What follows belongs to an exercise in optimizing a design on an open flow for small area; a production flow would make more cautious choices.
Only simulation tests tie the RTL to the original design; equivalence was not proved.
Power and IR drop assume default switching activity.

==> flow/design.v (outline; a module is shown in full before it is edited, if it fits) <==
// module filter_fir: 3383 lines
// module fir_fa: 4 lines
// module fir_ha: 4 lines
// module fir_nand2: 3 lines
// module fir_nor2: 3 lines
module filter_fir(input clk, input rst, input signed [15:0] din, output signed [15:0] dout);
  // ...
==> flow/flow/run.sh <==
#!/bin/bash
# The standard layout (standard.sh) with the clock tree built without dummy load cells
# and the port buffers made of the smallest buffer cell.
set -euo pipefail
CTS="-sink_clustering_enable -repair_clock_nets -dont_use_dummy_load -sink_clustering_size 18 -sink_clustering_max_diameter 55 -buf_list {sky130_fd_sc_hd__clkbuf_4 sky130_fd_sc_hd__clkbuf_8}"
bash standard.sh "CTS_ARGS=$CTS" "BUFFER_PORTS_ARGS=-buffer_cell sky130_fd_sc_hd__buf_1" finish > standard_flow.log 2>&1
==> flow/standard.sh <==
#!/bin/bash
# synth_recipe.tcl (not shown) runs the flow's synth.tcl, then flattens the netlist and writes it again
# the make line also repeats each setting of config.mk as NAME=value (left out here)
make -C /OpenROAD-flow-scripts/flow DESIGN_CONFIG=/design/flow/config.mk WORK_HOME=/design/flow/orfs CLKGATE_MAP_FILE= SYNTH_SCRIPT=/design/flow/synth_recipe.tcl "${@:-finish}"
==> flow/config.mk <==
export PLATFORM = sky130hd
export DESIGN_NAME = filter_fir
export DESIGN_NICKNAME = filter_fir
export VERILOG_FILES = /design/flow/design.v
export SDC_FILE = /design/flow/constraint.sdc
export NUM_CORES = 8
export LEC_CHECK = 0
export CAP_MARGIN = 20
export CORE_MARGIN = 2
export CORE_UTILIZATION = 40
export SLEW_MARGIN = 20
export SYNTH_HIERARCHICAL = 1
==> flow/constraint.sdc <==
create_clock -name core_clock -period 6.5 [get_ports {clk}]
set_input_delay 1.3000 -clock core_clock [delete_from_list [all_inputs] [get_ports {clk}]]
set_output_delay 1.3000 -clock core_clock [all_outputs]
set_load 0.01 [all_outputs]
==> flow_metrics.env, run 1 <==
export IMPL_synth_simple_area_share_pct=2.76
export IMPL_cts_max_level=3
export IMPL_cts_resized=0
export IMPL_io_pins=34
export IMPL_synth_compound_area_share_pct=0.659
export IMPL_pg_comb_mw=6.83
export IMPL_hold_path_end="w38[7]"
export IMPL_clkSinkCount=1261
export IMPL_clk_share_pct=2.76
export IMPL_yosysSeqAreaShare_pct=56.3
export IMPL_synth_area_um2=44800
export IMPL_hold_viol=0
export IMPL_cp_endpoint="s2[9]"
export IMPL_dp_hpwl_mm=77.7
export IMPL_io_buffers=33
export IMPL_internal_power_mw=12.6
export IMPL_first_pass_iters=5
export IMPL_hold_class="reg2reg"
export IMPL_die_area_um2=115000
export IMPL_crit_chain="inv_1 > fa_1 > fa_1 > fa_1 > fa_1 > fa_1 > ha_1 > fa_1 > fa_1 > fa_1 > fa_1 > fa_1 > fa_1 > nor2_1"
export IMPL_grt_pass1_vias=22800
export IMPL_finalSetupViolations=0
export IMPL_status="complete, no violations"
export IMPL_largestRegisters="s1: 31 flops, s2: 28 flops, s3: 25 flops"
export IMPL_worst_setup_path_start_kind="flip-flop"
export IMPL_fin_util_pct=43.7
export IMPL_via_count=19000
==> run 2: changes to the inputs <==
==> flow/flow/run.sh (replaced) <==
#!/bin/bash
# The standard layout (standard.sh) with the clock tree built without dummy load cells
# and the port buffers made of the smallest buffer cell.
set -euo pipefail
CTS="-sink_clustering_enable -repair_clock_nets -dont_use_dummy_load -sink_clustering_size 19 -sink_clustering_max_diameter 58 -buf_list {sky130_fd_sc_hd__clkbuf_2 sky130_fd_sc_hd__clkbuf_4 sky130_fd_sc_hd__clkbuf_8}"
bash standard.sh "CTS_ARGS=$CTS" "BUFFER_PORTS_ARGS=-buffer_cell sky130_fd_sc_hd__buf_1" finish > standard_flow.log 2>&1
==> run 2 against run 1 <==
Net effect:
- final area decreased by 0.30%
- sequential share of layout area increased by 0.16 points
- flip-flop and latch count unchanged
- worst hold slack got worse by 0.0029 ns
- clock-buffer cell count decreased by 10
- total power decreased by 0.92%
- combinational power about the same
- utilization decreased by 0.13 points
- clock power decreased by 5%
- wire length decreased by 0.12%
- via count increased by 0.20%
==> flow_metrics.env, run 2 <==
export IMPL_postCtsSetupBuffers=0
export IMPL_p_leak_nw=19.0
export IMPL_gp_congestion=0.897
export IMPL_cts_tree="done"
export IMPL_synth_edf_count=0
export IMPL_drive_above_1_share_pct=5.97
export IMPL_final_cell_mix="dfxtp_1, fa_1, inv_1"
export IMPL_first_iter_violations=1260
export IMPL_cp_startpoint="w62[1]"
export IMPL_worstPathArrival_ns=6.79
export IMPL_synth_area_leaders="dfxtp_1, fa_1, ha_1"
export IMPL_finalClockSkew_ns=0.0965
export IMPL_start_util_pct=40.4
export IMPL_maxSlewHeadroom_pct=38.8
export IMPL_die_area_um2=115000
export IMPL_drv_cap=0
export IMPL_synth_distinct_cells=48
export IMPL_die_y_um=339
export IMPL_r2r_start="w62[1]"
export IMPL_ant_nets=0
export IMPL_synth_area_um2=44800
export IMPL_row_count=122
export IMPL_drc=0
export IMPL_holdWs_ns=0.268
export IMPL_clkSinkCount=1261
export IMPL_grt_pass1_vias=22700
export IMPL_grt_overflow=0
export IMPL_path_class="reg2reg"
export IMPL_top_register="s1"
export IMPL_grt_max_degree=36
export IMPL_reg2reg_slack_ns=0.23
export IMPL_cp_endpoint="s2[9]"
export IMPL_coreArea_um2=111000
export IMPL_synth_top_area_cell="dfxtp_1"
export IMPL_via_count=19000
export IMPL_fin_setup_tns_ns=0
export IMPL_fmax_mhz=160
export IMPL_grtUsageTotal_pct=17.6
export IMPL_largestRegisters="s1: 31 flops, s2: 28 flops, s3: 25 flops"
export IMPL_rsz0062_at_grt="false"
export IMPL_worst_setup_path_start_kind="flip-flop"
export IMPL_numCtsBuffers=87
export IMPL_synth_seq_cells=1261
export IMPL_synth_top_flop_cell="dfxtp_1"
export IMPL_clk_latency_ns=0.75
export IMPL_yosysWarnings=7
export IMPL_largest_register_ffs=31
export IMPL_finalSetupViolations=0
export IMPL_power_density_nw_per_um2=385
export IMPL_fin_area_um2=48200
export IMPL_io_pins=34
export IMPL_area_growth_pct=7.66
export IMPL_first_pass_iters=5
export IMPL_max_slew_worst_pin_slew_ns=0.917
export IMPL_syn_num_nets=3585
export IMPL_endpoint_kind="flip-flop"
export IMPL_drv_slew=0
export IMPL_syn_area_per_cell_um2=16.7
export IMPL_place_ws_ns=0.214
export IMPL_hold_viol=0
export IMPL_viasPerCell=4.39
export IMPL_dp_hpwl_mm=77.7
export IMPL_cts_reportedPaths_clkPinSlew_ns=0.11
export IMPL_path_max_fanout=4
export IMPL_status="complete, no violations"
export IMPL_netlist_area_leader_share_pct=56.3
export IMPL_totalWireLength_mm=95.7
export IMPL_yosysSeqAreaShare_pct=56.3
export IMPL_final_common_cell="dfxtp_1"
export IMPL_vdd_ir_drop_worst_mv=0.283
export IMPL_die_w_um=339
export IMPL_antenna_found_initial=6
export IMPL_cts_hold_buf=0
export IMPL_worstReg2RegEnd="s2[9]"
export IMPL_cts_max_level=3
export IMPL_io_buffers=33
export IMPL_grt_pass1_wl_mm=146
export IMPL_cts_resized=0
export IMPL_nNetsFinal=3733
export IMPL_hold_class="reg2reg"
export IMPL_async_reset_ff_share_pct=0
export IMPL_wl_per_cell_um=22.1
export IMPL_cts_root_buf="clkbuf_8"
export IMPL_min_period_over_period_pct=96.4
export IMPL_syn_inst=2685
export IMPL_r2r_cells=14
export IMPL_setup_ws_ns=0.234
export IMPL_yosys_top_cells_count="dfxtp_1, fa_1, inv_1"
export IMPL_place_area_um2=47000
export IMPL_yosysMostFrequentCell="dfxtp_1"
export IMPL_crit_required_ns=7.02
export IMPL_min_period_ns=6.27
export IMPL_clockBufferDepth=3
-- run 2: power breakdown --
group | switching [mW] | total [mW] | internal [mW]
logic | 3.58 | 6.82 | 3.24
clock network | 2.27 | 3.47 | 1.20
registers | 0.213 | 8.26 | 8.05
-- run 2: through the flow --
| stage | power [mW] | std cells | util, % |
|---|---|---|---|
| 2_1_floorplan | 13.3 | 2685 | - |
| 4_1_cts | 18.9 | 4319 | 43.5 |
| 5_1_grt | 20.2 | 4320 | 43.5 |
| 3_5_place_dp | 15.4 | 4232 | 42.4 |
| 6_report | 18.5 | 4322 | 43.5 |
| 3_3_place_gp | 15.3 | 4232 | 42.4 |
-- run 2: final cells by class --
cell class,count,area (um2)
Timing Repair Buffer,68,399
Inverter,207,777
Sequential cell,1261,25200
Antenna cell,3,7.51
Clock buffer,87,1200
Tap cell,1488,1860
Fill cell,9869,62600
Multi-Input combinational cell,1208,18800
-- run 2: Yosys stat by module, one instance, submodules excluded, excerpt --
module      times used  area [um2]  flip-flops and latches
filter_fir           1       27300                    1261
fir_fa             807        20.0                       0
fir_ha              64        12.5                       0
-- run 2: logic make-up (layout without fill, tap and decap cells) --
family | after synthesis | in the layout | share of synthesized area, %
xor+xnor | 10 | 10 | 0.195
mux | 1 | 1 | 0.0223
compound gates | 42 | 42 | 0.659
fa+ha+maj | 884 | 884 | 38.2
simple gates | 271 | 271 | 2.76
other cells | 0 | 3 | 0
buf+inv | 216 | 362 | 1.81
flops | 1261 | 1261 | 56.3
-- run 2: layer usage --
metal	track usage, %	wire (um)
met1	23.9	41900
met2	28.8	46600
met3	3.14	4100
met4	5.56	3070
met5	0	0
-- run 2: how the worst min path moves through the flow --
stage / startpoint / to / slack [ns] / depth (start not counted)
floorplan: d0[0] / d1[0] / 0.31 / 0
global placement: w13[1] / w14[1] / 0.31 / 0
detailed placement: w14[4] / w15[4] / 0.31 / 0
CTS: w53[5] / w54[5] / 0.26 / 0
global route: w53[5] / w54[5] / 0.26 / 0
finish: w53[5] / w54[5] / 0.27 / 0
-- run 2: critical path, cell delays in order (launching register included) --
cell and delay [ns]:
dfxtp_1 0.55, inv_1 0.11, fa_1 0.48, fa_1 0.58, fa_1 0.43, fa_1 0.52
fa_1 0.43, ha_1 0.31, fa_1 0.42, fa_1 0.46, fa_1 0.41, fa_1 0.41
fa_1 0.40, fa_1 0.50, nor2_1 0.05

-- re-timing with driven ports --
The results above use ideal ports. As a check the final layouts listed here were re-extracted and re-timed, cells and wires unchanged.
Step 1 sets driving cells, clkbuf_16 on the clock port and buf_2 on the other inputs (assumed; they add their load-dependent delay and slew).
Step 2 moves the port delays by t, midway between the first and last clock arrival at a register: inputs arrive t later, outputs are due t later. That takes back most of the time a late clock gives input paths.
Three values: ideal ports, drivers, drivers and shift; two values: the first two.
run	shift t [ns]	setup WS [ns]	slew at the worst register clock pin (ns)	cell pins on the clock port's net
run 1	0.784	0.232 / 0.232 / 0.232	0.11 / 0.11	1
run 2	0.767	0.234 / 0.234 / 0.234	0.12 / 0.12	1
After both steps every run listed still meets setup and hold.
